What follows belongs to an exercise in optimizing a design on an open flow for small area, a short achievable clock period and few clock cycles per item; a production flow would make more cautious choices. RTL that was checked went through simulation tests only; none was proved equivalent to the original. No functional check of the RTL was part of run 4.

**flow/run.sh**
```bash
#!/bin/bash
set -euo pipefail
export BUFFER_PORTS_ARGS="-buffer_cell sky130_fd_sc_hd__buf_1"
bash standard.sh finish > standard_flow.log 2>&1
```
**standard.sh**
```bash
#!/bin/bash
# synth_recipe.tcl (not shown) runs the flow's synth.tcl, then flattens the netlist and writes it again
# the make line also repeats each setting of config.mk as NAME=value (left out here)
make -C /OpenROAD-flow-scripts/flow DESIGN_CONFIG=/design/flow/config.mk WORK_HOME=/design/flow/orfs CLKGATE_MAP_FILE= SYNTH_SCRIPT=/design/flow/synth_recipe.tcl "${@:-finish}"
```
**config.mk**
```make
export PLATFORM = sky130hd
export DESIGN_NAME = unsignedDiv
export DESIGN_NICKNAME = unsignedDiv
export VERILOG_FILES = /design/flow/design.v
export SDC_FILE = /design/flow/constraint.sdc
export NUM_CORES = 4
export LEC_CHECK = 0
export ABC_AREA = 1
export CAP_MARGIN = 0
export CORE_MARGIN = 2
export CORE_UTILIZATION = 70
export SETUP_SLACK_MARGIN = 0.8
export SLEW_MARGIN = 0
```
**constraint.sdc**
```tcl
create_clock -name core_clock -period 3.5 [get_ports {CLK}]
set_input_delay 0.7000 -clock core_clock [delete_from_list [all_inputs] [get_ports {CLK}]]
set_output_delay 0.7000 -clock core_clock [all_outputs]
set_load 0.01 [all_outputs]
```
**design.v**
```verilog
`timescale 1ns / 1ps
module unsignedDiv #(parameter N = 32)
                    (input valid, CLK, RST,
                     input [N-1:0] divisor, dividend,
                     output reg ready,
                     output [N-1:0] quotient, remainder);
    localparam CW = $clog2(N);
    localparam S_WAIT = 2'd0, S_SHIFT = 2'd1, S_RUN = 2'd2;
    reg [1:0] st;
    reg [N-1:0] R, Q, D;
    reg [CW-1:0] cnt, la;
    assign quotient  = Q;
    assign remainder = R;
    function automatic [CW-1:0] lzc(input [N-1:0] x);
        reg [N-1:0] v;
        integer s;
        begin
            v = x;
            for (s = CW - 1; s >= 0; s = s - 1) begin
                lzc[s] = ~|(v >> (N - (1 << s)));
                if (lzc[s]) v = v << (1 << s);
            end
        end
    endfunction
    wire [N:0] bt;           
    genvar gi;
    assign bt[N] = 1'b0;
    generate for (gi = N - 1; gi >= 0; gi = gi - 1) begin : g_bt
        assign bt[gi] = bt[gi+1] | divisor[gi];
    end endgenerate
    wire bz = ~bt[0];
    wire quick = bz | ~|(dividend & ~bt[N:1]);
    wire [CW-1:0] diff = cnt - la;
    function automatic [N:0] psub(input [N-1:0] a, input [N-1:0] b);
        reg [N-1:0] p, g, G, P;
        integer l, i;
        begin
            p = a ^ ~b;
            g = a & ~b;
            G = g; P = p;
            G[0] = g[0] | p[0];      
            for (l = 0; (1 << l) < N; l = l + 1)
                for (i = 0; i < N; i = i + 1)
                    if ((i >> l) & 1) begin
                        G[i] = G[i] | (P[i] & G[((i >> l) << l) - 1]);
                        P[i] = P[i] & P[((i >> l) << l) - 1];
                    end
            psub[N] = G[N-1];                        
            psub[N-1:0] = p ^ {G[N-2:0], 1'b1};
        end
    endfunction
    wire [N:0] sub = psub(R, D);
    wire ge = sub[N];
    always @(posedge CLK or posedge RST) begin
        if (RST) begin
            ready <= 1'b1;
            st <= S_WAIT;
            R <= 0;
            Q <= 0;
        end else if (ready) begin
            if (valid) begin
                ready <= 1'b0;
                R <= dividend;
                Q <= {N{bz}};
                st <= quick ? S_WAIT : S_SHIFT;
            end
        end else begin
            case (st)
                S_WAIT: ready <= 1'b1;
                S_SHIFT: st <= S_RUN;
                default: begin
                    if (ge) R <= sub[N-1:0];
                    Q <= {Q[N-2:0], ge};
                    if (cnt == 0) ready <= 1'b1;
                end
            endcase
        end
    end
    always @(posedge CLK) begin
        if (ready) begin
            D <= divisor;
            cnt <= lzc(divisor);
            la <= lzc(dividend);
        end else if (st == S_SHIFT) begin
            D <= D << diff;
            cnt <= diff;
        end else begin
            D <= D >> 1;
            cnt <= cnt - 1'b1;
        end
    end
endmodule
```
==> results.ini, run 1 <==
[critical_path]
cp-start-kind = flop
critPathMaxFanout = 10
endpoint = D[12]$_DFF_P_
critPathKind = reg2reg
cp-end-kind = flop
required_ns = 3.74
r2r_setup_slack_ns = 0.78
cp_data_arrival_time_ns = 2.96
ff2ff_path_depth = 11
regToRegStartpoint = la[0]$_DFFE_PP_
rr_endpoint = D[12]$_DFF_P_
crit_path_start = la[0]$_DFFE_PP_

[synth]
synth-main-ff-cell = dfrtp_1
syn-num-nets = 1482
ys_seq_area_frac = 0.288
ys_seq_elements = 109
yosysUniqueCellTypes = 55
async_reset_ff_frac = 0.615
yosys-top-cells-area = dfrtp_1, nand2_1, dfxtp_1
syn_inst = 1372
synth_warnings = 1
synth_top_area_cell = dfrtp_1
synth_top_area_frac = 0.184
synth_edf_count = 7
synth_top_cells_by_count = nand2_1, inv_1, nor2_1
syn_area_mm2 = 0.00899
syn_area_per_cell_um2 = 6.55
synth_most_common_cell = nand2_1

[route]
met1_length_um = 11600
maxUsedRoutingLayer = met4
drc = 0
drt_iter0_markers = 1655
wl_met2_um = 13600
wl_per_cell_um = 19.0
vias = 10361
final_antenna_net_count = 0
met3_length_um = 4470
first_pass_iters = 10
viasPerCell = 6.21
drt-total-wl_um = 31600

[min_path]
min_path_type = reg2reg

[timing]
tns_ns = 0
rsz0062_at_grt = true
fin_skew_ns = 0.00866
finalHoldViolations = 0
tightest_slew_ns = 0.885
slew_viol_final = 0
min_period_over_period = 0.777
min_period_ns = 2.72
slew_headroom = 0.410
setup_viol = 0
fmax_ghz = 0.368
hold_slack_ns = 0.496

[clock_network]
cts_tree = yes
cts_hold_buf = 0
numCtsBuffers = 9
h-tree-depth = 3
clock-sinks = 109
clk_path_buf_depth = 2
path_clk_slew_ns = 0.09
cts-root-buf = clkbuf_16
clock_latency_ns = 0.37

[layout]
final_cell_area_mm2 = 0.0103
regArea_mm2 = 0.00260
antenna_cells = 0
final_nets = 1601
area_growth_syn_to_layout_pct = 14.8
drive_above_1_share = 0.0976
final.fill_count = 871
multiInputGateArea_mm2 = 0.00567

[placed_design]
place_congestion = 1.03
dpl.hpwl_um = 21700
numPortBuffers = 131
postPlaceCellArea_mm2 = 0.00953

[floorplan]
initial_core_util = 0.715
pin_count = 132
die_height_um = 117
die_w_um = 117
num_rows = 41
core_region_area_mm2 = 0.0126
dieArea_mm2 = 0.0138

[global_route]
grt_max_degree = 69
grt_pass1_wl_um = 46300
grt_usage = 0.421
antenna_found_initial = 0
grt_pass1_vias = 9017
gr-total-overflow = 0

[flow_run]
maxCapViolCount = 0

[run_status]
run_status = finished clean

==> worst min path at each step <==
stage | from | end | slack, ns | depth (start not counted)
after floorplan | st[0]$_DFFE_PP0P_ | st[0]$_DFFE_PP0P_ | 0.45 | 2
after global routing | st[0]$_DFFE_PP0P_ | st[0]$_DFFE_PP0P_ | 0.53 | 2
after detailed placement | st[0]$_DFFE_PP0P_ | st[0]$_DFFE_PP0P_ | 0.47 | 2
after CTS | st[0]$_DFFE_PP0P_ | st[0]$_DFFE_PP0P_ | 0.49 | 2
final | st[0]$_DFFE_PP0P_ | st[0]$_DFFE_PP0P_ | 0.50 | 2
after global placement | st[0]$_DFFE_PP0P_ | st[0]$_DFFE_PP0P_ | 0.47 | 2
==> per-layer routing <==
layer / track usage / up-vias
met5: 0 / -
met4: 0.198 / 0
li1: - / 4739
met1: 0.577 / 4620
met2: 0.639 / 827
met3: 0.0880 / 175
==> metrics by stage <==
stage               std cells  setup WS (ns)  utilization
global placement         1630          0.688        0.758
global route             1668          0.653        0.821
CTS                      1647          0.800        0.788
floorplan                1372          0.803            -
detailed placement       1630          0.514        0.758
finish                   1668          0.780        0.821
==> flip-flops by register name, indices dropped and copies added, names as in the netlist <==
register	flops
D	32
ready	1
R	32
la	5
st	2
cnt	5
Q	32
==> cell type report <==
type	count	share of cell area
sequential	109	0.252
clock inverter	7	0.00836
clock buffer	9	0.0218
timing repair inverter	2	0.00242
inverter	165	0.0638
multi-input combinational	1039	0.550
timing repair buffer	165	0.0813
tap	172	0.0209
==> cells by family (layout without fill, tap and decap cells) <==
kind of cell	after synthesis	after routing	synth area share
mux	25	25	0.0278
fa+ha+maj	43	43	0.0648
simple gates	721	722	0.347
compound gates	239	239	0.159
flops	109	109	0.288
buf+inv	225	348	0.102
xor+xnor	10	10	0.0106
==> timing repair <==
| item | in CTS | in global routing |
|---|---|---|
| gates cloned | 0 | 7 |
| endpoints found under the setup margin | 38 | 57 |
| resized for setup | 14 | 51 |
| buffers inserted | 1 | 14 |
| endpoints found under the hold margin | 0 | 0 |
| pin swaps | 2 | 15 |
==> cell usage in the layout, fill, tap and decap left out, drive strengths merged, types with 6 or more instances in the layout <==
| cell | instances |
|---|---|
| a31oi | 35 |
| o221ai | 18 |
| nand3b | 7 |
| ha | 37 |
| a21oi | 31 |
| nand3 | 114 |
| nor2 | 140 |
| o21ai | 116 |
| xor2 | 6 |
| clkbuf | 12 |
| nor3 | 11 |
| buf | 162 |
| fa | 6 |
| dfrtp | 66 |
| nand2 | 438 |
| dfxtp | 35 |
| o2111ai | 14 |
| inv | 169 |
| mux2i | 25 |
| edfxtp | 7 |
==> worst max-delay path, stage by stage (launching register included) <==
cell and delay, ns:
edfxtp_1 0.42, ha_4 0.18, inv_2 0.07, fa_2 0.54, buf_4 0.20, clkbuf_16 0.17, o21ai_0 0.21, inv_1 0.09
nand2_1 0.06, o21ai_0 0.15, mux2i_1 0.35, o221ai_1 0.15
Testbench counts, summed over its fixed seeds: cycles 19,213, items 2,400.
==> run 2, diff against run 1 <==
--- a/config.mk
+++ b/config.mk
@@ -11,3 +11,2 @@
 export CORE_UTILIZATION = 70
-export SETUP_SLACK_MARGIN = 0.8
 export SLEW_MARGIN = 0
==> run 2 against run 1 <==
  * Final cell count decreased by 1.2%
  * Routed wire length fell by 5.7%
  * Highest routed layer unchanged
  * Synthesized cell count stayed put
  * Still clean
  * First-iteration DRC count down 13%
  * Design area fell by 4.7%
  * Area after synthesis did not move
  * Die area unchanged
  * Global-route usage is 0.88 points higher
  * Sequential share of layout area grew 1.2 points
==> results.ini, run 2 <==
[clock_network]
cts-root-buf = clkbuf_16
post_cts_buffers = 0
cts_tree = yes
path_clk_slew_ns = 0.08
cts_hold_buf = 0
clk_path_buf_depth = 2
clock_latency_ns = 0.37
cts_resized = 0
h-tree-depth = 3
numCtsBuffers = 9
clock-sinks = 109

[route]
met3_length_um = 3650
drc = 0
first_pass_iters = 7
wl_per_cell_um = 18.1
final_antenna_net_count = 0
drt_iter0_markers = 1443
viasPerCell = 6.16
vias = 10149
wl_met2_um = 13000
met1_length_um = 11700
drt-total-wl_um = 29800
maxUsedRoutingLayer = met4

[timing]
fin_ws_ns = 0.586
fin_skew_ns = 0.0117
tightest_slew_ns = 1.08
slew_viol_final = 0
tns_ns = 0
slew_headroom = 0.278
finalHoldViolations = 0
rsz0062_at_grt = false
fmax_ghz = 0.343
min_period_ns = 2.91
setup_viol = 0
min_period_over_period = 0.833

[critical_path]
cp-start-kind = flop
crit_path_frequent_cell = nand2_1
cp_data_arrival_time_ns = 3.22
crit_family = simple AND/OR/NAND/NOR gates
critPathKind = reg2reg
path_cells = inv_1 > ha_1 > fa_1 > inv_1 > nand3_1 > nand2_1 > nand3_1 > nand2_1 > nand2_1 > nand2_2 > nand2_1 > nand2_2 > nand3_2 > nand2_2 > nand2_2 > nand3_2 > nand2_4 > inv_4 > nand3_1 > nand2_1
crit_buf_inv = 3
cpPeakStageDelay_ns = 0.41
critPathMaxFanout = 37
cp-end-kind = flop
cp_slowest_cell = fa_1
required_ns = 3.80

[layout]
top_regs = D x32, Q x32, R x32
area_growth_syn_to_layout_pct = 9.35
final_common_cell = nand2_1
drive_above_1_share = 0.0664
antenna_cells = 0
final_cell_mix = nand2_1, inv_1, buf_1
final_nets = 1581

[synth]
synth_top_area_frac = 0.184
ys_seq_area_frac = 0.288
syn_area_mm2 = 0.00899
syn-num-nets = 1482
synth_warnings = 1
yosysUniqueCellTypes = 55
synth_top_area_cell = dfrtp_1
yosys-top-cells-area = dfrtp_1, nand2_1, dfxtp_1
synth_most_common_cell = nand2_1
synth_xor_area_frac = 0.0106
synth-main-ff-cell = dfrtp_1
synth_top_family_by_area = simple AND/OR/NAND/NOR gates
yosys.area_share.simple = 0.347
syn_area_per_cell_um2 = 6.55
ys_seq_elements = 109
synth_top_cells_by_count = nand2_1, inv_1, nor2_1
async_reset_ff_frac = 0.615
syn_inst = 1372
synth_adder_area_share = 0.0648
synthMuxAreaShare = 0.0278
synth_compound_area_frac = 0.159
synth_edf_count = 7

[floorplan]
die_height_um = 117
initial_core_util = 0.715
dieArea_mm2 = 0.0138
core_region_area_mm2 = 0.0126
pin_count = 132
die_w_um = 117
num_rows = 41

[placed_design]
place_congestion = 1.06
dpl.hpwl_um = 22600
pre_cts_slack_ns = 0.679
numPortBuffers = 131

[global_route]
grt_usage = 0.430
grt_pass1_wl_um = 47100
grt_pass1_vias = 9200
antenna_found_initial = 0
grt_max_degree = 65
gr-total-overflow = 0

[flow_run]
maxCapViolCount = 0

[min_path]
min_path_type = in2async

[run_status]
run_status = finished clean

## run 2: cell count changes in the layout (fill, tap and decap cells not counted), moves of 4 or more
cell / delta
inv_1: +4
clkinv_8: -4
a21oi_2: -4
a21oi_1: +4
o21ai_0: +6
buf_4: -9
o21ai_1: -6
ha_4: -5
ha_1: +5
nand2_1: +4
## run 2: final cells by class
type                    instances  area, µm²
multi-input cells            1038       5500
fillers                      1022       2740
flip-flops and latches        109       2590
inverters                     165        622
repair buffers                148        619
clock buffers                  10        239
well taps                     172        215
clock inverters                 6       52.6
## run 2: through the flow
step	cell area, µm²	cells	util	hold slack [ns]
floorplan	8990	1372	-	0.449
global placement	9540	1632	0.759	0.465
detailed placement	9540	1632	0.759	0.476
CTS	9830	1648	0.782	0.470
global route	9830	1648	0.782	0.526
finish	9830	1648	0.782	0.447
## run 2: kinds of logic (layout without fill, tap and decap cells)
family,count (synthesis),in the layout
adders and majority gates,43,43
and+or+nand+nor,721,721
buffers and inverters,225,329
muxes,25,25
AOI/OAI and AO/OA,239,239
xor gates and xnor gates,10,10
DFF,109,109
## run 2: routing by layer
layer,global-route usage,up-vias
li1,-,4695
met1,0.584,4577
met2,0.656,747
met3,0.0919,130
met4,0.203,0
met5,0,-
## run 2: final timing paths
check	start	slack, ns	cells past startpoint	to
worst max-delay path	R[0]$_DFFE_PP0P_	0.59	20	R[18]$_DFFE_PP0P_
worst min-delay path	RST	0.45	2	Q[12]$_DFFE_PP0P_
worst max register to register	R[0]$_DFFE_PP0P_	0.59	20	R[18]$_DFFE_PP0P_
worst min register to register	st[0]$_DFFE_PP0P_	0.50	2	st[0]$_DFFE_PP0P_
max in group asynchronous	RST	2.29	3	R[13]$_DFFE_PP0P_
min in group core_clock	st[0]$_DFFE_PP0P_	0.50	2	st[0]$_DFFE_PP0P_
==> run 3, diff against run 2 <==
--- a/config.mk
+++ b/config.mk
@@ -11,2 +11,3 @@
 export CORE_UTILIZATION = 70
+export SETUP_SLACK_MARGIN = 1.5
 export SLEW_MARGIN = 0
==> run 3 against run 2 <==
  * The run now fails in global routing (5_1_grt)
  * Area after synthesis unchanged
  * Synthesized cell count unchanged
==> results.ini, run 3 <==
[run_status]
run_status = did not finish
failing_step = global routing (5_1_grt)
error = [ERROR GRT-0116] Global routing finished with congestion. Check the congestion regions in the DRC Viewer.

[synth]
synth_edf_count = 7
syn_area_per_cell_um2 = 6.55
synth_warnings = 1
ys_seq_area_frac = 0.288
ys_seq_elements = 109
async_reset_ff_frac = 0.615
yosysUniqueCellTypes = 55
synth_top_cells_by_count = nand2_1, inv_1, nor2_1
synth_top_area_cell = dfrtp_1
synth_top_area_frac = 0.184
yosys-top-cells-area = dfrtp_1, nand2_1, dfxtp_1
synth_most_common_cell = nand2_1
syn_area_mm2 = 0.00899
syn-num-nets = 1482
syn_inst = 1372
synth-main-ff-cell = dfrtp_1

[global_route]
grt_usage = 0.881
grt_max_degree = 69
gr-total-overflow = 347
grt_pass1_wl_um = 95800
grt_pass1_vias = 15620

[floorplan]
initial_core_util = 0.715
pin_count = 132
die_w_um = 117
die_height_um = 117
num_rows = 41

[placed_design]
pre_cts_slack_ns = 0.606
postPlaceCellArea_mm2 = 0.00972
dpl.hpwl_um = 23700
numPortBuffers = 131
place_congestion = 1.14

[clock_network]
h-tree-depth = 3
clk_path_buf_depth = 2
numCtsBuffers = 9
cts_hold_buf = 0
cts-root-buf = clkbuf_16
clock-sinks = 109

-- run 3: cell counts after synthesis --
No cell type changed its count.
-- run 3: cells by family after synthesis --
logic type,synth area share
adders and majority gates,0.0648
AOI/OAI and AO/OA,0.159
DFF,0.288
and+or+nand+nor,0.347
xor gates and xnor gates,0.0106
buffers and inverters,0.102
muxes,0.0278
-- run 3: repair_timing --
action                                  4_1_cts
pin swaps                                    62
cloned                                       19
buffers inserted                             77
endpoints found under the setup margin      107
resized for setup                           260
-- run 3: how the worst max path moves through the flow --
stage / start / to / slack, ns / depth (start not counted)
floorplan: R[0]$_DFFE_PP0P_ / R[16]$_DFFE_PP0P_ / 0.87 / 20
global placement: divisor[18] / Q[0]$_DFFE_PP0P_ / 0.74 / 12
detailed placement: R[0]$_DFFE_PP0P_ / R[8]$_DFFE_PP0P_ / 0.61 / 19
CTS: R[0]$_DFFE_PP0P_ / R[16]$_DFFE_PP0P_ / 0.98 / 19
-- run 3: layer usage --
layer | GRT overflow | track usage
met5 | 0 | 0.441
met4 | 135 | 0.926
met3 | 7 | 0.741
met2 | 198 | 1.03
met1 | 7 | 0.859
-- run 3: metrics by stage --
stage,std cells,hold WS (ns)
4_1_cts,1736,0.508
3_5_place_dp,1624,0.478
3_3_place_gp,1624,0.465
2_1_floorplan,1372,0.449
==> run 4, diff against run 3 <==
--- a/design.v
+++ b/design.v
@@ -42,7 +42,6 @@
             for (l = 0; (1 << l) < N; l = l + 1)
-                for (i = 0; i < N; i = i + 1)
-                    if ((i >> l) & 1) begin
-                        G[i] = G[i] | (P[i] & G[((i >> l) << l) - 1]);
-                        P[i] = P[i] & P[((i >> l) << l) - 1];
-                    end
+                for (i = N - 1; i >= (1 << l); i = i - 1) begin
+                    G[i] = G[i] | (P[i] & G[i - (1 << l)]);
+                    P[i] = P[i] & P[i - (1 << l)];
+                end
             psub[N] = G[N-1];                        
--- a/config.mk
+++ b/config.mk
@@ -8,6 +8,5 @@
 export ABC_AREA = 1
-export CAP_MARGIN = 0
+export CAP_MARGIN = 20
 export CORE_MARGIN = 2
-export CORE_UTILIZATION = 70
-export SETUP_SLACK_MARGIN = 1.5
-export SLEW_MARGIN = 0
+export CORE_UTILIZATION = 60
+export SLEW_MARGIN = 20
==> run 4 against run 3 <==
  * The run now finishes clean
  * Synthesized cell count up 3.4%
  * Area after synthesis rose by 3.0%
==> results.ini, run 4 <==
[clock_network]
clk_path_buf_depth = 2
cts_resized = 0
cts-root-buf = clkbuf_16
numCtsBuffers = 9
h-tree-depth = 3
clock-sinks = 109
cts_tree = yes
path_clk_slew_ns = 0.08
post_cts_buffers = 0
cts_hold_buf = 0
clock_latency_ns = 0.38

[placed_design]
dpl.hpwl_um = 26600
place_congestion = 1.07
numPortBuffers = 131
postPlaceCellArea_mm2 = 0.00986

[floorplan]
die_w_um = 128
die_height_um = 128
initial_core_util = 0.611
pin_count = 132
dieArea_mm2 = 0.0164
num_rows = 45
core_region_area_mm2 = 0.0151

[route]
drt_iter0_markers = 1116
final_antenna_net_count = 0
drc = 0
first_pass_iters = 8
drt-total-wl_um = 33900
vias = 10563
viasPerCell = 6.16
wl_per_cell_um = 19.8

[critical_path]
required_ns = 3.72
crit_path_frequent_cell = o21ai_0
cp_data_arrival_time_ns = 3.15
path_cells = inv_1 > ha_1 > o21ai_0 > o21ai_0 > o21ai_0 > o21ai_0 > o221ai_1
critPathMaxFanout = 27
r2r_setup_slack_ns = 0.56
cp_slowest_cell = ha_1
critPathKind = reg2reg
cp-start-kind = flop
cpPeakStageDelay_ns = 0.82
cp-end-kind = flop

[synth]
synth_top_area_cell = dfrtp_1
synth_edf_count = 7
synth_top_cells_by_count = nand2_1, nor2_1, inv_1
synth_most_common_cell = nand2_1
syn-num-nets = 1526
yosys-top-cells-area = dfrtp_1, nand2_1, dfxtp_1
ys_seq_area_frac = 0.280
ys_seq_elements = 109
syn_inst = 1419
async_reset_ff_frac = 0.615
synth_top_area_frac = 0.178
synth-main-ff-cell = dfrtp_1
syn_area_per_cell_um2 = 6.52
yosysUniqueCellTypes = 58
syn_area_mm2 = 0.00926
synth_warnings = 1

[flow_run]
maxCapViolCount = 0

[layout]
antenna_cells = 0
area_growth_syn_to_layout_pct = 9.85
drive_above_1_share = 0.0596
final_nets = 1628
final_common_cell = nand2_1
top_regs = D x32, Q x32, R x32
final_cell_area_mm2 = 0.0102
final_cell_mix = nand2_1, nor2_1, inv_1

[timing]
finalHoldViolations = 0
slew_headroom = 0.218
tightest_slew_ns = 1.17
min_period_ns = 2.94
setup_viol = 0
fin_skew_ns = 0.00867
slew_viol_final = 0
min_period_over_period = 0.839
fmax_ghz = 0.340
tns_ns = 0
rsz0062_at_grt = false

[global_route]
grt_max_degree = 53
gr-total-overflow = 0
grt_pass1_wl_um = 51400
antenna_found_initial = 0
grt_usage = 0.412
grt_pass1_vias = 9389

[min_path]
min_path_type = in2async

[run_status]
run_status = finished clean

-- run 4: cell types whose count changed after synthesis, moves of 5 or more --
cell      previous run  this run
a21oi_1             30        50
buf_2                5        10
nand3_1            109        84
nand2_1            423       372
inv_2               11         4
o21ai_0            101       140
nor2_1             122       159
nand4_1              4        13
nand3b_1             6         1
xor2_1               5        11
nor2_2               9         4
inv_1              152       157
a21o_1               3         9
-- run 4: layout make-up --
type / instances / area [µm²]
clock buffers: 9 / 225
repair buffers: 151 / 642
fillers: 1448 / 4980
flip-flops and latches: 109 / 2590
inverters: 161 / 604
clock inverters: 7 / 85.1
well taps: 188 / 235
multi-input cells: 1089 / 5790
-- run 4: stage by stage --
stage                     utilization  setup WS (ns)  hold WS [ns]  instances
final                           0.671          0.563         0.394       1714
after global routing            0.671          0.385         0.466       1714
after CTS                       0.671          0.676         0.419       1714
after detailed placement        0.651          0.523         0.468       1698
after global placement          0.651          0.662         0.466       1698
after floorplan                     -           1.01         0.438       1419
-- run 4: critical path, delay by kind of cell, from the launching register on --
kind,cells,cell delay [ns]
adders and majority gates,1,0.82
buffers and inverters,1,0.09
AOI/OAI and AO/OA,5,1.53
DFF,1,0.34
-- run 4: path summary, 6_finish.rpt --
check | start | end | depth (start not counted)
worst min register to register | D[29]$_DFF_P_ | D[28]$_DFF_P_ | 2
max in group asynchronous | RST | ready$_DFF_PP1_ | 3
worst min-delay path | RST | R[7]$_DFFE_PP0P_ | 2
min in group core_clock | D[29]$_DFF_P_ | D[28]$_DFF_P_ | 2
worst max-delay path | cnt[0]$_DFF_P_ | D[11]$_DFF_P_ | 7
worst max register to register | cnt[0]$_DFF_P_ | D[11]$_DFF_P_ | 7
-- run 4: routing by layer --
| metal | GRT usage | share of wire |
|---|---|---|
| met5 | 0 | 0 |
| met4 | 0.198 | 0.056 |
| met3 | 0.0843 | 0.11 |
| met2 | 0.629 | 0.43 |
| met1 | 0.559 | 0.40 |
-- run 4: logic make-up (layout without fill, tap and decap cells) --
kind of cell | count (synthesis) | in the layout | synth area share
AO/OA/AOI/OAI | 322 | 322 | 0.208
buffers and inverters | 221 | 328 | 0.0950
AND/OR/NAND/NOR | 685 | 685 | 0.318
flip-flops | 109 | 109 | 0.280
adder cells (fa/ha/maj) | 40 | 40 | 0.0557
multiplexers | 22 | 22 | 0.0238
XOR/XNOR | 20 | 20 | 0.0197
==> run 5, diff against run 4 <==
--- a/design.v
+++ b/design.v
@@ -7,4 +7,3 @@
     localparam CW = $clog2(N);
-    localparam S_WAIT = 2'd0, S_SHIFT = 2'd1, S_RUN = 2'd2;
-    reg [1:0] st;
+    reg run;                 
     reg [N-1:0] R, Q, D;
@@ -24,11 +23,4 @@
     endfunction
-    wire [N:0] bt;           
-    genvar gi;
-    assign bt[N] = 1'b0;
-    generate for (gi = N - 1; gi >= 0; gi = gi - 1) begin : g_bt
-        assign bt[gi] = bt[gi+1] | divisor[gi];
-    end endgenerate
-    wire bz = ~bt[0];
-    wire quick = bz | ~|(dividend & ~bt[N:1]);
-    wire [CW-1:0] diff = cnt - la;
+    wire [CW:0] diff = {1'b0, cnt} - {1'b0, la};
+    wire quick = diff[CW] | Q[0];
     function automatic [N:0] psub(input [N-1:0] a, input [N-1:0] b);
@@ -42,6 +34,7 @@
             for (l = 0; (1 << l) < N; l = l + 1)
-                for (i = N - 1; i >= (1 << l); i = i - 1) begin
-                    G[i] = G[i] | (P[i] & G[i - (1 << l)]);
-                    P[i] = P[i] & P[i - (1 << l)];
-                end
+                for (i = 0; i < N; i = i + 1)
+                    if ((i >> l) & 1) begin
+                        G[i] = G[i] | (P[i] & G[((i >> l) << l) - 1]);
+                        P[i] = P[i] & P[((i >> l) << l) - 1];
+                    end
             psub[N] = G[N-1];                        
@@ -55,3 +48,3 @@
             ready <= 1'b1;
-            st <= S_WAIT;
+            run <= 1'b0;
             R <= 0;
@@ -61,16 +54,13 @@
                 ready <= 1'b0;
+                run <= 1'b0;
                 R <= dividend;
-                Q <= {N{bz}};
-                st <= quick ? S_WAIT : S_SHIFT;
+                Q <= {N{~|divisor}};
             end
+        end else if (!run) begin
+            if (quick) ready <= 1'b1;
+            else run <= 1'b1;
         end else begin
-            case (st)
-                S_WAIT: ready <= 1'b1;
-                S_SHIFT: st <= S_RUN;
-                default: begin
-                    if (ge) R <= sub[N-1:0];
-                    Q <= {Q[N-2:0], ge};
-                    if (cnt == 0) ready <= 1'b1;
-                end
-            endcase
+            if (ge) R <= sub[N-1:0];
+            Q <= {Q[N-2:0], ge};
+            if (cnt == 0) ready <= 1'b1;
         end
@@ -82,5 +72,5 @@
             la <= lzc(dividend);
-        end else if (st == S_SHIFT) begin
-            D <= D << diff;
-            cnt <= diff;
+        end else if (!run) begin
+            D <= D << diff[CW-1:0];
+            cnt <= diff[CW-1:0];
         end else begin
--- a/config.mk
+++ b/config.mk
@@ -8,5 +8,6 @@
 export ABC_AREA = 1
-export CAP_MARGIN = 20
+export CAP_MARGIN = 0
 export CORE_MARGIN = 2
-export CORE_UTILIZATION = 60
-export SLEW_MARGIN = 20
+export CORE_UTILIZATION = 70
+export SETUP_SLACK_MARGIN = 0.55
+export SLEW_MARGIN = 0
==> run 5 against run 4 <==
  * Worst hold slack improved by 0.0071 ns
  * First-iteration DRC count rose by 11%
  * Worst setup slack improved by 0.068 ns
  * Global-route usage rose by 0.53 points
  * Clock skew rose by 0.00050 ns
  * Highest routed layer unchanged
==> results.ini, run 5 <==
[critical_path]
critPathKind = reg2reg
cp-start-kind = flop
crit_path_frequent_cell = o21ai_0
required_ns = 3.73
cp_slowest_cell = fa_1
critPathMaxFanout = 14
crit_family = compound AO/OA/AOI/OAI gates
crit_buf_inv = 3
cp-end-kind = flop
path_cells = inv_1 > ha_2 > inv_1 > fa_1 > buf_4 > nand2_1 > o21ai_0 > o21ai_0 > o21ai_0 > o22ai_1 > nand2_1 > o21ai_0
cp_data_arrival_time_ns = 3.10
cpPeakStageDelay_ns = 0.55

[synth]
yosysUniqueCellTypes = 57
ys_seq_area_frac = 0.295
synth_top_area_frac = 0.187
syn_area_per_cell_um2 = 6.70
synth_edf_count = 7
synth_top_area_cell = dfrtp_1
synth_most_common_cell = nand2_1
syn-num-nets = 1408
synth_warnings = 1
syn_inst = 1297
synth-main-ff-cell = dfrtp_1
async_reset_ff_frac = 0.611
syn_area_mm2 = 0.00869
ys_seq_elements = 108
yosys-top-cells-area = dfrtp_1, nand2_1, dfxtp_1
synth_top_cells_by_count = nand2_1, inv_1, nor2_1

[timing]
fin_ws_ns = 0.631
rsz0062_at_grt = true
finalHoldViolations = 0
min_period_over_period = 0.820
min_period_ns = 2.87
tns_ns = 0
setup_viol = 0
tightest_slew_ns = 0.687
fin_skew_ns = 0.00918
slew_viol_final = 0
slew_headroom = 0.537
fmax_ghz = 0.349

[global_route]
grt_usage = 0.417
grt_pass1_wl_um = 43100
grt_pass1_vias = 8531
antenna_found_initial = 0
gr-total-overflow = 0
grt_max_degree = 63

[floorplan]
core_region_area_mm2 = 0.0121
initial_core_util = 0.720
dieArea_mm2 = 0.0133
num_rows = 40
die_height_um = 115
pin_count = 132
die_w_um = 115

[placed_design]
dpl.hpwl_um = 21200
place_congestion = 1.03
dp.cells = 1561
pre_cts_slack_ns = 0.419
numPortBuffers = 131

[route]
wl_per_cell_um = 17.6
first_pass_iters = 9
drc = 0
drt-total-wl_um = 27900
vias = 9563
drt_iter0_markers = 1236
viasPerCell = 6.03
final_antenna_net_count = 0

[clock_network]
h-tree-depth = 3
cts_hold_buf = 0
cts_tree = yes
clk_path_buf_depth = 2
path_clk_slew_ns = 0.08
cts-root-buf = clkbuf_16
clock_latency_ns = 0.37
clock-sinks = 108
numCtsBuffers = 9

[layout]
final_common_cell = nand2_1
antenna_cells = 0
drive_above_1_share = 0.0910
post-route-util = 0.807
final_cell_mix = nand2_1, inv_1, buf_1
top_regs = D x32, Q x32, R x32
area_growth_syn_to_layout_pct = 12.1
final_cells = 1585
final_nets = 1523

[min_path]
min_path_type = in2async

[flow_run]
maxCapViolCount = 0

[run_status]
run_status = finished clean

-- run 5: worst paths after layout --
path | startpoint | to | slack, ns | cells past startpoint
setup / recovery | cnt[0]$_DFF_P_ | D[13]$_DFF_P_ | 0.63 | 12
hold reg to reg | R[22]$_DFFE_PP0P_ | R[22]$_DFFE_PP0P_ | 0.52 | 2
hold / removal | RST | Q[3]$_DFFE_PP0P_ | 0.40 | 2
max in group asynchronous | RST | R[25]$_DFFE_PP0P_ | 2.37 | 3
setup reg to reg | cnt[0]$_DFF_P_ | D[13]$_DFF_P_ | 0.63 | 12
min in group core_clock | R[22]$_DFFE_PP0P_ | R[22]$_DFFE_PP0P_ | 0.52 | 2
-- run 5: kinds of logic after synthesis --
kind of cell,synth area share
buffers and inverters,0.0992
AOI/OAI and AO/OA,0.182
muxes,0.0184
DFF,0.295
and+or+nand+nor,0.327
adders and majority gates,0.0685
xor gates and xnor gates,0.00907
-- run 5: final cells by class --
class                      instances  area [µm²]
inverter                         147         559
multi-input combinational        981        5330
clock inverter                     7        83.8
sequential                       108        2560
tap                              168         210
fill                             897        2320
timing repair buffer             165         767
clock buffer                       9         225
-- run 5: through the flow --
step	area (µm²)	hold WS, ns
6_report	9740	0.401
5_1_grt	9740	0.454
4_1_cts	9640	0.413
3_5_place_dp	9300	0.498
3_3_place_gp	9300	0.479
2_1_floorplan	8690	0.453
-- run 5: repair_timing --
item	4_1_cts	5_1_grt
pin swaps	1	3
gates cloned	0	0
setup endpoints to repair	31	46
buffers inserted	1	7
resized for setup	3	15
-- run 5: metal layers --
| layer | vias up | GRT usage | wire, µm |
|---|---|---|---|
| met2 | 633 | 0.620 | 12000 |
| met3 | 88 | 0.134 | 3630 |
| li1 | 4501 | - | - |
| met5 | - | 0 | 0 |
| met4 | 0 | 0.197 | 1300 |
| met1 | 4341 | 0.555 | 10900 |
Testbench counts of run 5, summed over its fixed seeds: cycles 19,213, items 2,400.
==> run 6, diff against run 5 <==
--- a/config.mk
+++ b/config.mk
@@ -11,3 +11,3 @@
 export CORE_UTILIZATION = 70
-export SETUP_SLACK_MARGIN = 0.55
+export SETUP_SLACK_MARGIN = 0.7
 export SLEW_MARGIN = 0
==> run 6 against run 5 <==
  * Critical path depth rose by 1
  * First-iteration DRC count rose by 29%
  * Still clean
  * Critical endpoint is now D[12]$_DFF_P_
==> results.ini, run 6 <==
[run_status]
run_status = finished clean

[synth]
synth_most_common_cell = nand2_1
syn_area_mm2 = 0.00869
yosysUniqueCellTypes = 57
synth_top_cells_by_count = nand2_1, inv_1, nor2_1
ys_seq_area_frac = 0.295
async_reset_ff_frac = 0.611
synth_top_area_frac = 0.187
syn_inst = 1297
synth_top_area_cell = dfrtp_1
syn_area_per_cell_um2 = 6.70
syn-num-nets = 1408
synth_edf_count = 7
ys_seq_elements = 108
synth_warnings = 1
yosys-top-cells-area = dfrtp_1, nand2_1, dfxtp_1
synth-main-ff-cell = dfrtp_1

[layout]
antenna_cells = 0
final_common_cell = nand2_1
top_regs = D x32, Q x32, R x32
final_cell_area_mm2 = 0.00990
drive_above_1_share = 0.107
final_cell_mix = nand2_1, inv_1, buf_1
final_nets = 1533
area_growth_syn_to_layout_pct = 13.9

[clock_network]
clock-sinks = 108
clock_latency_ns = 0.38
numCtsBuffers = 9
h-tree-depth = 3
cts_hold_buf = 0
cts_tree = yes
cts-root-buf = clkbuf_16
clk_path_buf_depth = 2
path_clk_slew_ns = 0.09

[floorplan]
die_height_um = 115
pin_count = 132
initial_core_util = 0.720
num_rows = 40
core_region_area_mm2 = 0.0121
die_w_um = 115
dieArea_mm2 = 0.0133

[critical_path]
cp-end-kind = flop
cp_data_arrival_time_ns = 3.11
path_cells = inv_2 > ha_2 > inv_1 > fa_2 > buf_8 > mux2i_1 > inv_1 > o21ai_0 > nand2_1 > o21ai_1 > o22ai_1 > nand2_1 > o21ai_0
critPathMaxFanout = 24
cp-start-kind = flop
cpPeakStageDelay_ns = 0.59
required_ns = 3.75
critPathKind = reg2reg
cp_slowest_cell = fa_2

[timing]
tns_ns = 0
fin_ws_ns = 0.632
slew_headroom = 0.545
min_period_over_period = 0.819
fin_skew_ns = 0.0140
rsz0062_at_grt = true
min_period_ns = 2.87
slew_viol_final = 0
finalHoldViolations = 0
tightest_slew_ns = 0.682
hold_slack_ns = 0.247
fmax_ghz = 0.349
setup_viol = 0

[global_route]
grt_pass1_wl_um = 44200
grt_usage = 0.432
grt_pass1_vias = 8571
gr-total-overflow = 0
grt_max_degree = 52
antenna_found_initial = 0

[route]
vias = 9778
drt_iter0_markers = 1592
drc = 0
first_pass_iters = 8
wl_per_cell_um = 18.4
drt-total-wl_um = 29400
final_antenna_net_count = 0
viasPerCell = 6.13

[flow_run]
maxCapViolCount = 0

[min_path]
min_path_type = in2async

[placed_design]
dpl.hpwl_um = 21400
numPortBuffers = 131
place_congestion = 1.07
pre_cts_slack_ns = 0.604
postPlaceCellArea_mm2 = 0.00928

==> run 6: cell counts after synthesis <==
Identical to the previous run, type by type.
==> run 6: kinds of logic (layout without fill, tap and decap cells) <==
logic type	after synthesis	after routing	share of synthesized area
and+or+nand+nor	651	651	0.327
AOI/OAI and AO/OA	261	261	0.182
buffers and inverters	208	338	0.0992
DFF	108	108	0.295
adders and majority gates	44	44	0.0685
muxes	16	16	0.0184
xor gates and xnor gates	9	9	0.00907
==> run 6: worst paths after layout <==
check	slack [ns]	end	cells after the start	from
setup / recovery	0.63	D[12]$_DFF_P_	13	cnt[0]$_DFF_P_
hold / removal	0.25	Q[8]$_DFFE_PP0P_	2	RST
setup reg to reg	0.63	D[12]$_DFF_P_	13	cnt[0]$_DFF_P_
hold reg to reg	0.52	R[19]$_DFFE_PP0P_	2	R[19]$_DFFE_PP0P_
max in group asynchronous	2.27	R[23]$_DFFE_PP0P_	3	RST
min in group core_clock	0.52	R[19]$_DFFE_PP0P_	2	R[19]$_DFFE_PP0P_
==> run 6: timing repair <==
| action | CTS | global route |
|---|---|---|
| buffers inserted | 2 | 16 |
| cloned | 0 | 3 |
| gates resized for setup | 2 | 46 |
| pin swaps | 2 | 10 |
| setup endpoints to repair | 17 | 62 |
==> run 6: area by class of cell <==
cell class	instances	area (µm²)
Multi-Input combinational cell	981	5380
Sequential cell	108	2560
Fill cell	832	2160
Timing Repair Buffer	173	848
Inverter	147	574
Clock buffer	9	225
Tap cell	168	210
Clock inverter	7	83.8
Timing Repair inverter	2	12.5
==> run 6: metrics by stage <==
step / utilization / cells
2_1_floorplan: - / 1297
4_1_cts: 0.797 / 1576
3_5_place_dp: 0.769 / 1558
6_report: 0.821 / 1595
5_1_grt: 0.821 / 1595
3_3_place_gp: 0.769 / 1558
==> run 6: worst max-delay path: cells and delay by family, from the launching register on <==
kind / cells / cell delay, ns
buffers and inverters: 4 / 0.46
adders and majority gates: 2 / 0.75
muxes: 1 / 0.21
and+or+nand+nor: 2 / 0.21
DFF: 1 / 0.34
AOI/OAI and AO/OA: 4 / 0.75
==> run 6: routing by layer <==
layer,vias to the layer above,track usage,part of all wire
met1,4377,0.588,0.38
met2,748,0.639,0.43
li1,4523,-,-
met3,130,0.125,0.13
met5,-,0,0
met4,0,0.200,0.051
==> run 7, diff against run 6 <==
--- a/config.mk
+++ b/config.mk
@@ -11,3 +11,3 @@
 export CORE_UTILIZATION = 70
-export SETUP_SLACK_MARGIN = 0.7
+export SETUP_SLACK_MARGIN = 0.8
 export SLEW_MARGIN = 0
==> run 7 against run 6 <==
  * Still clean
  * Worst hold slack improved by 0.10 ns
  * Clock skew decreased by 0.00056 ns
  * Die area unchanged
  * First-iteration DRC count decreased by 6.3%
  * Worst setup slack improved by 0.11 ns
  * Non-clock buffer count decreased by 8
  * Design area increased by 0.11%
  * Global-route usage increased by 0.58 points
  * Critical endpoint is now D[8]$_DFF_P_
==> results.ini, run 7 <==
[synth]
synth_warnings = 1
synth_top_area_cell = dfrtp_1
ys_seq_elements = 108
async_reset_ff_frac = 0.611
syn_area_mm2 = 0.00869
yosysUniqueCellTypes = 57
synth_most_common_cell = nand2_1
synth_top_cells_by_count = nand2_1, inv_1, nor2_1
ys_seq_area_frac = 0.295
synth-main-ff-cell = dfrtp_1
synth_top_area_frac = 0.187
syn-num-nets = 1408
syn_area_per_cell_um2 = 6.70
synth_edf_count = 7
syn_inst = 1297
yosys-top-cells-area = dfrtp_1, nand2_1, dfxtp_1

[global_route]
grt_usage = 0.438
grt_pass1_wl_um = 44900
gr-total-overflow = 0
antenna_found_initial = 0
grt_max_degree = 70
grt_pass1_vias = 8608

[clock_network]
path_clk_slew_ns = 0.09
clk_path_buf_depth = 2
cts-root-buf = clkbuf_16
numCtsBuffers = 9
cts_hold_buf = 0
h-tree-depth = 3
clock_latency_ns = 0.38
cts_tree = yes
clock-sinks = 108

[floorplan]
pin_count = 132
dieArea_mm2 = 0.0133
die_w_um = 115
initial_core_util = 0.720
num_rows = 40
die_height_um = 115
core_region_area_mm2 = 0.0121

[timing]
tightest_slew_ns = 0.655
min_period_ns = 2.75
slew_headroom = 0.560
finalHoldViolations = 0
tns_ns = 0
fin_skew_ns = 0.0135
min_period_over_period = 0.787
setup_viol = 0
rsz0062_at_grt = true
slew_viol_final = 0
fmax_ghz = 0.363

[critical_path]
cp-end-kind = flop
required_ns = 3.73
cp-start-kind = flop
critPathMaxFanout = 24
cp_data_arrival_time_ns = 2.98
critPathKind = reg2reg

[layout]
area_growth_syn_to_layout_pct = 14.1
final_cell_mix = nand2_1, inv_1, buf_1
antenna_cells = 0
final_common_cell = nand2_1
drive_above_1_share = 0.105
top_regs = D x32, Q x32, R x32
final_nets = 1523

[route]
final_antenna_net_count = 0
drt_iter0_markers = 1491
drt-total-wl_um = 30300
first_pass_iters = 10
viasPerCell = 6.27
drc = 0
vias = 9935
wl_per_cell_um = 19.1

[flow_run]
maxCapViolCount = 0

[placed_design]
place_congestion = 1.01
numPortBuffers = 131
dpl.hpwl_um = 21100

[run_status]
run_status = finished clean

[min_path]
min_path_type = in2async

run 7: cell types whose count changed in the layout (fill, tap and decap cells not counted), sizes merged:
cell	previous run	this run
clkinvlp	4	1
clkinv	4	5
buf	172	164
run 7: final timing paths:
path | start | endpoint | slack [ns] | depth (start not counted)
setup reg to reg | cnt[0]$_DFF_P_ | D[8]$_DFF_P_ | 0.75 | 11
min in group core_clock | D[29]$_DFF_P_ | D[28]$_DFF_P_ | 0.51 | 2
setup / recovery | cnt[0]$_DFF_P_ | D[8]$_DFF_P_ | 0.75 | 11
max in group asynchronous | RST | R[29]$_DFFE_PP0P_ | 2.52 | 3
hold / removal | RST | Q[2]$_DFFE_PP0P_ | 0.35 | 2
hold reg to reg | D[29]$_DFF_P_ | D[28]$_DFF_P_ | 0.51 | 2
run 7: timing repair:
action                                  CTS  global route
cloned                                    0             1
gates resized for setup                   9            46
pin swaps                                 3             9
setup buffers                             3             9
endpoints found under the setup margin   53            59
run 7: metal layers:
metal	vias to the layer above	wire [µm]	global-route usage
met5	-	0	0
met2	723	13200	0.655
met3	157	4010	0.118
met4	0	1880	0.201
met1	4547	11300	0.596
li1	4508	-	-
run 7: cells by family (layout without fill, tap and decap cells):
family | Yosys count | after routing | share of synthesized area
and+or+nand+nor | 651 | 651 | 0.327
muxes | 16 | 16 | 0.0184
xor gates and xnor gates | 9 | 9 | 0.00907
adders and majority gates | 44 | 44 | 0.0685
buffers and inverters | 208 | 328 | 0.0992
AOI/OAI and AO/OA | 261 | 261 | 0.182
DFF | 108 | 108 | 0.295
run 7: final cells by class:
class,count,area (µm²)
clock buffers,9,225
flip-flops and latches,108,2560
repair buffers,165,837
fillers,839,2150
multi-input cells,981,5420
well taps,168,210
inverters,147,567
clock inverters,7,88.8
run 7: metrics by stage:
step,instance area [µm²],std cells,utilization,hold slack [ns],setup WS [ns]
after global routing,9910,1585,0.822,0.400,0.711
after detailed placement,9290,1556,0.770,0.476,0.575
after CTS,9660,1575,0.801,0.371,0.762
after floorplan,8710,1297,-,0.453,0.754
after global placement,9290,1556,0.770,0.466,0.709
final,9910,1585,0.822,0.350,0.746
run 7: critical path, stage by stage, from the launching register on:
cell     delay [ns]
dfxtp_1        0.34
inv_2          0.12
ha_4           0.14
inv_1          0.06
fa_1           0.56
buf_8          0.22
mux2i_1        0.35
nand2_1        0.16
a31oi_2        0.36
o22ai_1        0.14
nand2_1        0.08
o21ai_0        0.08
==> run 8, diff against run 7 <==
--- a/config.mk
+++ b/config.mk
@@ -10,3 +10,3 @@
 export CORE_MARGIN = 2
-export CORE_UTILIZATION = 70
+export CORE_UTILIZATION = 60
 export SETUP_SLACK_MARGIN = 0.8
==> run 8 against run 7 <==
  * Worst setup slack worse by 0.011 ns
  * Routed wire length is 6.0% lower
  * Utilization is 11 points lower
  * Design area is 0.44% higher
  * Die area is 16% higher
  * Final cell count is 1.2% higher
  * Largest cell class unchanged
  * Maximum frequency is 0.40% lower
  * Synthesized cell count stayed put
  * Sequential share of layout area is 0.11 points lower
==> results.ini, run 8 <==
[run_status]
run_status = finished clean

[clock_network]
cts_hold_buf = 0
cts-root-buf = clkbuf_16
h-tree-depth = 3
clk_path_buf_depth = 2
numCtsBuffers = 9
clock_latency_ns = 0.37
path_clk_slew_ns = 0.09
clock-sinks = 108
cts_tree = yes

[synth]
ys_seq_elements = 108
synth_xor_area_frac = 0.00907
synth_compound_area_frac = 0.182
syn_area_mm2 = 0.00869
synthMuxAreaShare = 0.0184
synth_edf_count = 7
synth_most_common_cell = nand2_1
synth_warnings = 1
synth_top_area_frac = 0.187
synth-main-ff-cell = dfrtp_1
yosysUniqueCellTypes = 57
synth_top_family_by_area = simple AND/OR/NAND/NOR gates
synth_top_area_cell = dfrtp_1
yosys-top-cells-area = dfrtp_1, nand2_1, dfxtp_1
synth_adder_area_share = 0.0685
synth_top_cells_by_count = nand2_1, inv_1, nor2_1
ys_seq_area_frac = 0.295
async_reset_ff_frac = 0.611
yosys.area_share.simple = 0.327
syn-num-nets = 1408
syn_area_per_cell_um2 = 6.70
syn_inst = 1297

[layout]
drive_above_1_share = 0.110
area_growth_syn_to_layout_pct = 14.6
final.fill_count = 1255
antenna_cells = 0
top_regs = D x32, Q x32, R x32
regArea_mm2 = 0.00256
final_nets = 1530
final_common_cell = nand2_1
post-route-util = 0.712
final_cells = 1604
multiInputGateArea_mm2 = 0.00542
final_cell_mix = nand2_1, inv_1, buf_1

[placed_design]
dp.cells = 1571
numPortBuffers = 131
place_congestion = 0.983
dpl.hpwl_um = 21100

[min_path]
min_path_type = reg2reg

[critical_path]
path_cells = ha_1 > a21oi_1 > inv_1 > a31oi_1 > nand2_1 > nand2_2 > clkinvlp_4 > o311ai_1 > o2111ai_1
cp_data_arrival_time_ns = 2.96
cp_slowest_cell = o311ai_1
cpPeakStageDelay_ns = 0.47
crit_path_start = cnt[2]$_DFF_P_
required_ns = 3.70
regToRegStartpoint = cnt[2]$_DFF_P_
endpoint = D[26]$_DFF_P_
rr_endpoint = D[26]$_DFF_P_
cp_num_cells = 9
critPathMaxFanout = 12
critPathKind = reg2reg
cp-start-kind = flop
ff2ff_path_depth = 9
cp-end-kind = flop
crit_family = compound AO/OA/AOI/OAI gates
r2r_setup_slack_ns = 0.73
crit_buf_inv = 2

[route]
vias = 9383
drt_iter0_markers = 990
final_antenna_net_count = 0
wl_per_cell_um = 17.8
drc = 0
first_pass_iters = 6
drt-total-wl_um = 28500
viasPerCell = 5.85

[timing]
finalHoldViolations = 0
slew_headroom = 0.418
fmax_ghz = 0.362
setup_viol = 0
min_period_ns = 2.77
slew_viol_final = 0
rsz0062_at_grt = true
fin_skew_ns = 0.0178
tightest_slew_ns = 0.873
tns_ns = 0
min_period_over_period = 0.790

[global_route]
grt_pass1_vias = 8322
grt_pass1_wl_um = 44100
antenna_found_initial = 1
grt_max_degree = 67
gr-total-overflow = 0
grt_usage = 0.355

[floorplan]
pin_count = 132
die_w_um = 124
initial_core_util = 0.621
core_region_area_mm2 = 0.0140
dieArea_mm2 = 0.0155
die_height_um = 124
num_rows = 43

[flow_run]
maxCapViolCount = 0

-- run 8: layer usage --
layer / up-vias / routed length (µm) / part of all wire / GRT usage
li1: 4527 / - / - / -
met1: 4235 / 12200 / 0.43 / 0.509
met2: 543 / 12000 / 0.42 / 0.514
met3: 76 / 3090 / 0.11 / 0.0872
met4: 2 / 1200 / 0.042 / 0.147
met5: - / 13 / 0.00046 / 0
-- run 8: layout make-up --
class | count | share of cell area
Sequential cell | 108 | 0.258
Clock buffer | 9 | 0.0226
Timing Repair inverter | 3 | 0.00201
Inverter | 147 | 0.0576
Multi-Input combinational cell | 981 | 0.544
Clock inverter | 7 | 0.00917
Tap cell | 180 | 0.0226
Timing Repair Buffer | 169 | 0.0840
-- run 8: through the flow --
stage	setup WS [ns]	instance area (µm²)	hold WS [ns]
6_report	0.735	9960	0.507
4_1_cts	0.767	9670	0.509
3_3_place_gp	0.475	9300	0.491
3_5_place_dp	0.575	9300	0.487
2_1_floorplan	0.754	8710	0.453
5_1_grt	0.686	9960	0.553
-- run 8: cells by family (layout without fill, tap and decap cells) --
| group | Yosys count | after routing |
|---|---|---|
| AO/OA/AOI/OAI | 261 | 261 |
| XOR/XNOR | 9 | 9 |
| adder cells (fa/ha/maj) | 44 | 44 |
| buffers and inverters | 208 | 335 |
| flip-flops | 108 | 108 |
| multiplexers | 16 | 16 |
| AND/OR/NAND/NOR | 651 | 651 |
-- run 8: worst min-delay path: stages (launching register included) --
cell,delay (ns)
edfxtp_1,0.35
nand2_1,0.05
o2111ai_1,0.07
-- run 8: how the worst min path moves through the flow --
stage / to / slack [ns] / startpoint / depth (start not counted)
2_1_floorplan: D[28]$_DFF_P_ / 0.45 / D[29]$_DFF_P_ / 2
3_3_place_gp: D[29]$_DFF_P_ / 0.49 / D[30]$_DFFE_PP_ / 2
3_5_place_dp: D[29]$_DFF_P_ / 0.49 / D[30]$_DFFE_PP_ / 2
4_1_cts: D[29]$_DFF_P_ / 0.51 / D[30]$_DFFE_PP_ / 2
5_1_grt: R[21]$_DFFE_PP0P_ / 0.55 / R[21]$_DFFE_PP0P_ / 2
6_report: D[29]$_DFF_P_ / 0.51 / D[30]$_DFFE_PP_ / 2
-- run 8: timing repair --
item                                    in CTS  in global routing
buffers inserted                             2                 10
pin swaps                                    2                 10
endpoints found under the setup margin      40                 55
resized for setup                           11                 46
cloned                                       1                  4
==> run 9, diff against run 8 <==
--- a/config.mk
+++ b/config.mk
@@ -10,3 +10,3 @@
 export CORE_MARGIN = 2
-export CORE_UTILIZATION = 60
+export CORE_UTILIZATION = 65
 export SETUP_SLACK_MARGIN = 0.8
==> run 9 against run 8 <==
  * Critical path depth rose by 3
  * Final cell count fell by 0.56%
  * Critical path type unchanged
  * Global-route usage rose by 3.3 points
  * Critical endpoint is now D[31]$_DFFE_PP_
  * First-iteration DRC count rose by 28%
==> results.ini, run 9 <==
[route]
drt_iter0_markers = 1269
drt-total-wl_um = 28700
wl_per_cell_um = 18.0
final_antenna_net_count = 0
vias = 9533
viasPerCell = 5.98
drc = 0
first_pass_iters = 6

[synth]
ys_seq_area_frac = 0.295
synth_edf_count = 7
syn-num-nets = 1408
async_reset_ff_frac = 0.611
yosys-top-cells-area = dfrtp_1, nand2_1, dfxtp_1
synth_top_cells_by_count = nand2_1, inv_1, nor2_1
syn_area_per_cell_um2 = 6.70
synth-main-ff-cell = dfrtp_1
syn_area_mm2 = 0.00869
yosysUniqueCellTypes = 57
synth_most_common_cell = nand2_1
synth_top_area_frac = 0.187
syn_inst = 1297
synth_top_area_cell = dfrtp_1
synth_warnings = 1
ys_seq_elements = 108

[clock_network]
clock-sinks = 108
cts_hold_buf = 0
cts_tree = yes
cts-root-buf = clkbuf_16
h-tree-depth = 3
clk_path_buf_depth = 2
numCtsBuffers = 9
clock_latency_ns = 0.38
path_clk_slew_ns = 0.08

[global_route]
grt_pass1_wl_um = 43500
gr-total-overflow = 0
grt_max_degree = 96
grt_usage = 0.389
grt_pass1_vias = 8417
antenna_found_initial = 0

[critical_path]
required_ns = 3.58
critPathMaxFanout = 10
critPathKind = reg2reg
rr_endpoint = D[31]$_DFFE_PP_
cp-end-kind = flop
regToRegStartpoint = cnt[0]$_DFF_P_
cp-start-kind = flop
r2r_setup_slack_ns = 0.82
ff2ff_path_depth = 12
cp_data_arrival_time_ns = 2.76

[timing]
fmax_ghz = 0.374
min_period_ns = 2.68
fin_skew_ns = 0.0116
setup_viol = 0
fin_ws_ns = 0.823
rsz0062_at_grt = true
tns_ns = 0
finalHoldViolations = 0
slew_viol_final = 0
min_period_over_period = 0.765
hold_slack_ns = 0.504
slew_headroom = 0.348
tightest_slew_ns = 0.978

[min_path]
holdPathStages = 2
min_path_type = reg2reg
holdPathEnd = D[28]$_DFF_P_
hp-start = D[29]$_DFF_P_

[placed_design]
dpl.hpwl_um = 20700
numPortBuffers = 131
place_congestion = 0.998
postPlaceCellArea_mm2 = 0.00925
pre_cts_slack_ns = 0.572

[floorplan]
die_w_um = 120
pin_count = 132
die_height_um = 120
num_rows = 42
initial_core_util = 0.661
dieArea_mm2 = 0.0143
core_region_area_mm2 = 0.0131

[layout]
post-route-util = 0.762
final_cell_area_mm2 = 0.0100
area_growth_syn_to_layout_pct = 15.2
top_regs = D x32, Q x32, R x32
antenna_cells = 0
final_nets = 1525
final_cell_mix = nand2_1, inv_1, buf_1
drive_above_1_share = 0.116
final_common_cell = nand2_1

[flow_run]
maxCapViolCount = 0

[run_status]
run_status = finished clean

run 9: worst max path at each step:
stage	slack (ns)	startpoint	end
6_report	0.82	cnt[0]$_DFF_P_	D[31]$_DFFE_PP_
3_3_place_gp	0.70	R[0]$_DFFE_PP0P_	R[16]$_DFFE_PP0P_
5_1_grt	0.71	R[0]$_DFFE_PP0P_	R[16]$_DFFE_PP0P_
2_1_floorplan	0.75	R[0]$_DFFE_PP0P_	R[16]$_DFFE_PP0P_
3_5_place_dp	0.57	R[0]$_DFFE_PP0P_	R[13]$_DFFE_PP0P_
4_1_cts	0.79	cnt[0]$_DFF_P_	D[12]$_DFF_P_
run 9: kinds of logic (layout without fill, tap and decap cells):
family | after synthesis | count (layout) | share of synthesized area
buf+inv | 208 | 330 | 0.0992
flops | 108 | 108 | 0.295
xor+xnor | 9 | 9 | 0.00907
mux | 16 | 16 | 0.0184
fa+ha+maj | 44 | 44 | 0.0685
compound gates | 261 | 261 | 0.182
simple gates | 651 | 651 | 0.327
run 9: critical path, stage by stage, from the launching register on:
cell and delay [ns]:
dfxtp_1 0.32, inv_2 0.09, ha_2 0.16, inv_1 0.06, fa_2 0.60, clkinv_4 0.12
or2_2 0.30, o21ai_0 0.11, mux2i_1 0.19, nand2_1 0.11, nand2_1 0.09, o211ai_1 0.15
o21ai_0 0.10
run 9: final cells by class:
type,count,area (µm²)
clock buffer,9,225
clock inverter,7,97.6
fill,1057,3130
inverter,147,569
multi-input combinational,981,5490
sequential,108,2560
tap,176,220
timing repair buffer,166,833
timing repair inverter,1,5.00
run 9: per-stage QoR:
step / instances
after floorplan: 1297
final: 1595
after global routing: 1595
after detailed placement: 1561
after global placement: 1561
after CTS: 1579
run 9: timing repair:
item / in CTS / in global routing
pin swaps: 3 / 10
endpoints found under the setup margin: 57 / 60
cloned: 0 / 2
gates resized for setup: 16 / 54
setup buffers: 2 / 14
run 9: metal layers:
layer / vias to the layer above / wire length (µm) / global-route usage
met2: 600 / 12500 / 0.575
met5: - / 0 / 0
li1: 4526 / - / -
met1: 4334 / 11400 / 0.532
met4: 0 / 1340 / 0.182
met3: 73 / 3440 / 0.101
==> run 10, diff against run 9 <==
--- a/config.mk
+++ b/config.mk
@@ -11,3 +11,3 @@
 export CORE_UTILIZATION = 65
-export SETUP_SLACK_MARGIN = 0.8
+export SETUP_SLACK_MARGIN = 1.1
 export SLEW_MARGIN = 0
==> run 10 against run 9 <==
  * Sequential share of layout area down 2.5 points
  * Count of clock-buffer cells in the layout rose by 1
  * Non-clock buffer count grew 55
  * Worst setup slack got worse by 0.028 ns
  * Largest cell class unchanged
  * Maximum frequency decreased by 1.0%
  * Global-route usage rose by 1.1 points
  * Design area rose by 11%
  * Sequential cell count is the same
  * Critical path depth decreased by 1
==> results.ini, run 10 <==
[run_status]
run_status = finished clean

[timing]
setup_viol = 0
slew_headroom = 0.451
fmax_ghz = 0.370
min_period_over_period = 0.773
tightest_slew_ns = 0.822
min_period_ns = 2.71
slew_viol_final = 0
fin_skew_ns = 0.0115
rsz0062_at_grt = true
tns_ns = 0
finalHoldViolations = 0

[synth]
syn-num-nets = 1408
synth_most_common_cell = nand2_1
synth_compound_area_frac = 0.182
ys_seq_area_frac = 0.295
syn_area_per_cell_um2 = 6.70
syn_inst = 1297
synth-main-ff-cell = dfrtp_1
synth_warnings = 1
synth_xor_area_frac = 0.00907
synth_adder_area_share = 0.0685
yosysUniqueCellTypes = 57
yosys.area_share.simple = 0.327
ys_seq_elements = 108
synth_top_area_cell = dfrtp_1
synthMuxAreaShare = 0.0184
synth_top_area_frac = 0.187
syn_area_mm2 = 0.00869
synth_top_family_by_area = simple AND/OR/NAND/NOR gates
synth_edf_count = 7
yosys-top-cells-area = dfrtp_1, nand2_1, dfxtp_1
async_reset_ff_frac = 0.611
synth_top_cells_by_count = nand2_1, inv_1, nor2_1

[layout]
post-route-util = 0.846
final.fill_count = 814
antenna_cells = 0
multiInputGateArea_mm2 = 0.00600
drive_above_1_share = 0.217
final_cell_mix = nand2_1, buf_1, inv_1
area_growth_syn_to_layout_pct = 27.9
final_common_cell = nand2_1
final_nets = 1583
top_regs = D x32, Q x32, R x32
regArea_mm2 = 0.00258
final_cell_area_mm2 = 0.0111

[critical_path]
required_ns = 3.60
cpPeakStageDelay_ns = 0.51
cp_slowest_cell = fa_2
crit_path_frequent_cell = nand2_1
cp-start-kind = flop
critPathMaxFanout = 15
crit_path_start = la[0]$_DFFE_PP_
regToRegStartpoint = la[0]$_DFFE_PP_
cp_data_arrival_time_ns = 2.80
cp-end-kind = flop
path_cells = ha_4 > inv_4 > fa_2 > inv_4 > buf_12 > mux2i_1 > nand2_1 > nand2_1 > nand2_1 > o211ai_1 > o2111ai_1
critPathKind = reg2reg
crit_family = adder cells
crit_buf_inv = 3

[placed_design]
dpl.hpwl_um = 20800
place_congestion = 0.985
postPlaceCellArea_mm2 = 0.00935
numPortBuffers = 131

[route]
wl_per_cell_um = 19.9
final_antenna_net_count = 0
vias = 10475
first_pass_iters = 10
viasPerCell = 6.34
drt-total-wl_um = 32900
drt_iter0_markers = 1746
drc = 0

[clock_network]
numCtsBuffers = 9
cts_tree = yes
clock-sinks = 108
cts-root-buf = clkbuf_16
clk_path_buf_depth = 2
h-tree-depth = 3
path_clk_slew_ns = 0.08
cts_hold_buf = 0
clock_latency_ns = 0.37

[flow_run]
maxCapViolCount = 0

[floorplan]
die_height_um = 120
die_w_um = 120
dieArea_mm2 = 0.0143
core_region_area_mm2 = 0.0131
pin_count = 132
initial_core_util = 0.661
num_rows = 42

[global_route]
grt_pass1_wl_um = 44700
grt_pass1_vias = 8680
antenna_found_initial = 0
grt_max_degree = 53
grt_usage = 0.399
gr-total-overflow = 0

[min_path]
min_path_type = in2async

## run 10: cell counts after synthesis
No cell type changed its count.
## run 10: worst paths after layout
check | slack [ns] | end | depth (start not counted)
setup / recovery | 0.79 | D[30]$_DFFE_PP_ | 11
hold / removal | 0.47 | R[14]$_DFFE_PP0P_ | 2
setup reg to reg | 0.79 | D[30]$_DFFE_PP_ | 11
hold reg to reg | 0.52 | D[28]$_DFF_P_ | 2
max in group asynchronous | 2.23 | ready$_DFF_PP1_ | 3
min in group core_clock | 0.52 | D[28]$_DFF_P_ | 2
## run 10: final cells by class
class                   instances  share of cell area
repair buffers                221               0.126
repair inverters                3             0.00394
flip-flops and latches        108               0.232
clock buffers                  10              0.0215
multi-input cells             982               0.540
inverters                     147              0.0518
clock inverters                 6             0.00551
well taps                     176              0.0198
## run 10: what timing repair did
item                                    CTS  global route
cloned                                    2             6
endpoints found under the setup margin   63            98
gates resized for setup                 101           134
buffers inserted                         31            33
pin swaps                                27            29
## run 10: cells by family after synthesis
family,after synthesis
simple gates,651
buf+inv,208
compound gates,261
flops,108
fa+ha+maj,44
mux,16
xor+xnor,9
## run 10: layer usage
layer / GRT usage / routed length, µm
met1: 0.538 / 12300
met2: 0.611 / 14100
met3: 0.0946 / 4060
met4: 0.182 / 2470
met5: 0 / 0
## run 10: stage by stage
| step | setup WS [ns] | instances | hold WS [ns] |
|---|---|---|---|
| floorplan | 0.754 | 1297 | 0.453 |
| global placement | 0.684 | 1565 | 0.471 |
| detailed placement | 0.611 | 1565 | 0.485 |
| CTS | 1.02 | 1614 | 0.502 |
| global route | 0.773 | 1653 | 0.546 |
| finish | 0.795 | 1653 | 0.475 |

==> re-timing with driven ports <==
Ports are ideal in the flow. The routed layouts listed here were re-timed in OpenROAD. Step 1 sets driving cells, clkbuf_16 on the clock port and buf_2 on the other inputs (assumed; they add their load-dependent delay and slew). Step 2, shift: input delay + t, output delay - t, t = (earliest + latest rising clock arrival at the registers) / 2. This alone moves slack from input paths to output paths. Three values: ideal ports, drivers, drivers and shift; two values: the first two.
run	t, ns	setup WS [ns]	worst setup path after step 2	slew at the worst register clock pin (ns)	pins driven straight from the clock port
run 1	0.411	0.780 / 0.780 / 0.491	input to register	0.09 / 0.09	1
run 2	0.408	0.586 / 0.586 / 0.586	register to register	0.08 / 0.08	1
run 4	0.418	0.563 / 0.563 / 0.468	input to register	0.08 / 0.08	1
run 5	0.402	0.631 / 0.631 / 0.631	register to register	0.08 / 0.08	1
run 6	0.415	0.632 / 0.632 / 0.632	register to register	0.09 / 0.09	1
run 7	0.410	0.746 / 0.746 / 0.550	input to register	0.09 / 0.09	1
run 8	0.408	0.735 / 0.735 / 0.676	input to register	0.09 / 0.09	1
run 9	0.411	0.823 / 0.823 / 0.685	input to register	0.09 / 0.09	1
run 10	0.409	0.795 / 0.795 / 0.646	input to register	0.09 / 0.09	1
After both steps setup and hold are still met in every run listed. The setup slack of run 1, which loses most, moves by 0.000 ns with the drivers and by -0.289 ns with both steps.
